This is an optimization exercise on Yosys and OpenROAD, whose aim is small area and a short achievable clock period, not a production implementation. The RTL was checked by simulation tests, not by an equivalence proof against the original design. The clock port is modelled as an ideal driver, which makes a skipped or thinned clock tree look cheaper than it is; a real chip needs a root buffer or a tree. Power and IR drop assume default switching activity.

Setup of alpha:
Design MBF, start of the top module:
module MBF(clk, reset, x_valid, x_in, y_valid, z_valid, y, z);
input          clk;
input          reset;
input          x_valid;
input   [7:0]  x_in;
output         y_valid;
output         z_valid;
output  [7:0]  y;
output  [7:0]  z;
reg  [7:0] x0;           
reg        sh, nsh;      
reg        hd, nhd;      
always @(posedge clk) begin
    x0  <= x_in ^ 8'h7f;
    sh  <= x_valid & ~reset;
    nsh <= ~(x_valid & ~reset);
    hd  <= ~x_valid & ~reset;
    nhd <= ~(~x_valid & ~reset);
end
reg  [7:0] d0;
wire [7:0] d0_n;
reg  [7:0] d1;
wire [7:0] d1_n;
reg  [7:0] d2;
wire [7:0] d2_n;
reg  [7:0] d3;
wire [7:0] d3_n;
reg  [7:0] d4;
wire [7:0] d4_n;
reg  [7:0] d5;
wire [7:0] d5_n;
reg  [7:0] d6;
wire [7:0] d6_n;
reg  [7:0] d7;
wire [7:0] d7_n;
reg  [7:0] d8;
wire [7:0] d8_n;
reg  [7:0] d9;
wire [7:0] d9_n;
reg  [7:0] d10;
wire [7:0] d10_n;
reg  [7:0] d11;
wire [7:0] d11_n;
reg  [7:0] d12;
wire [7:0] d12_n;
reg  [7:0] d13;
  ...
For scale: roughly 29 I/O pins, ~11000 sq um of cells after synthesis.
==> flow/config.mk <==
export PLATFORM = sky130hd
export DESIGN_NAME = MBF
export DESIGN_NICKNAME = MBF
export VERILOG_FILES = /design/flow/design.v
export SDC_FILE = /design/flow/constraint.sdc
export NUM_CORES = 4
export LEC_CHECK = 0
export CAP_MARGIN = 20
export CORE_MARGIN = 2
export CORE_UTILIZATION = 65
export SLEW_MARGIN = 20
export SYNTH_HIERARCHICAL = 1
==> flow/constraint.sdc <==
create_clock -name core_clock -period 12.0 [get_ports {clk}]
set_input_delay 2.4000 -clock core_clock [delete_from_list [all_inputs] [get_ports {clk}]]
set_output_delay 2.4000 -clock core_clock [all_outputs]
set_load 0.01 [all_outputs]
standard.sh (not shown) runs the stock make flow with config.mk's settings and CLKGATE_MAP_FILE= SYNTH_SCRIPT=/design/flow/synth_recipe.tcl, a recipe that flattens the netlist after the stock synthesis.
==> flow/flow/run.sh <==
#!/bin/bash
set -e
here=$(cd "$(dirname "$0")" && pwd)
export BUFFER_PORTS_ARGS="-buffer_cell sky130_fd_sc_hd__buf_2"
export POST_SYNTH_TCL="$here/post_synth.tcl"
export CTS_ARGS="-sink_clustering_enable -repair_clock_nets -dont_use_dummy_load -sink_clustering_size 24 -sink_clustering_max_diameter 80 -sink_clustering_buffer sky130_fd_sc_hd__clkbuf_16"
export POST_CTS_TCL="$here/post_cts.tcl"
bash standard.sh > standard.log 2>&1
==> flow/flow/post_cts.tcl <==
set block [ord::get_db_block]
foreach inst [$block getInsts] {
  if {[$inst getName] ne "clkbuf_0_clk"} { continue }
  set in_net [[$inst findITerm A] getNet]
  set out_net [[$inst findITerm X] getNet]
  set loads {}
  foreach it [$out_net getITerms] {
    if {[$it getInst] ne $inst} { lappend loads $it }
  }
  if {[llength $loads] > 4} {
    puts "post_cts: root buffer drives [llength $loads] loads, kept"
    break
  }
  foreach it $loads {
    $it disconnect
    $it connect $in_net
  }
  [$inst findITerm A] disconnect
  [$inst findITerm X] disconnect
  odb::dbInst_destroy $inst
  odb::dbNet_destroy $out_net
  puts "post_cts: removed root buffer, clock port drives [llength $loads] buffers"
}
estimate_parasitics -placement
report_clock_min_period
==> flow/flow/post_synth.tcl <==
# The delay line's polarity-flipping next-state cells come out of ABC at drive
# strength 2; they drive one flip-flop each and are far from critical.
foreach inst [get_cells *] {
  set m [get_property $inst ref_name]
  if {$m eq "sky130_fd_sc_hd__o2bb2ai_2"} {
    replace_cell $inst sky130_fd_sc_hd__o2bb2ai_1
  } elseif {$m eq "sky130_fd_sc_hd__a2bb2oi_2"} {
    replace_cell $inst sky130_fd_sc_hd__a2bb2oi_1
  }
}
Input-level comparison between beta and alpha:
--- a/flow/flow/run.sh
+++ b/flow/flow/run.sh
@@ -6 +6 @@
-export CTS_ARGS="-sink_clustering_enable -repair_clock_nets -dont_use_dummy_load -sink_clustering_size 24 -sink_clustering_max_diameter 80 -sink_clustering_buffer sky130_fd_sc_hd__clkbuf_16"
+export CTS_ARGS="-sink_clustering_enable -repair_clock_nets -dont_use_dummy_load -sink_clustering_size 32 -sink_clustering_max_diameter 100 -sink_clustering_buffer sky130_fd_sc_hd__clkbuf_16"
--- outcome ---
- Both conditions hold for beta: the flow ran to the end and the final layout passed the timing, DRC and antenna checks.
- In terms of number of antenna repair diodes, alpha and beta differ only marginally.
- Comparing routed length on met2 for beta and alpha, the smaller number came from beta.
- Combinational power share, beta and alpha, lower one = alpha.
- Setup slack delta (beta -> alpha): insignificant
- Worst hold slack of beta is on par with alpha.
- beta ends up with a register-to-register path setup slack that is 0.02 ns higher than in alpha.
- Between alpha and beta, design area decreased.
- | timing-limited maximum frequency | alpha vs beta | ≈ equal |

port drivers added, routing unchanged:
No port has a modelled driver above. Below, the same layouts with a new extraction and two added sets of constraints. Step 1 sets driving cells, clkbuf_16 on the clock port and buf_2 on the other inputs (assumed; they add their load-dependent delay and slew). Step 2 also shifts input and output timing later by t, the mid clock arrival at the registers, as if the neighbouring blocks saw the same clock. Three values: no drivers, after step 1, after step 2; two values: the first two.
run	t (ns)	setup slack, ns	hold WS [ns]	latest minus earliest clock arrival (ns)	pins driven straight from the clock port
alpha	0.379	8.803 / 8.753 / 8.803	0.356 / 0.356 / 0.356	0.036 / 0.036	2
beta	0.380	8.805 / 8.746 / 8.819	0.354 / 0.354 / 0.354	0.053 / 0.053	2
After both steps setup and hold are still met in every run listed.
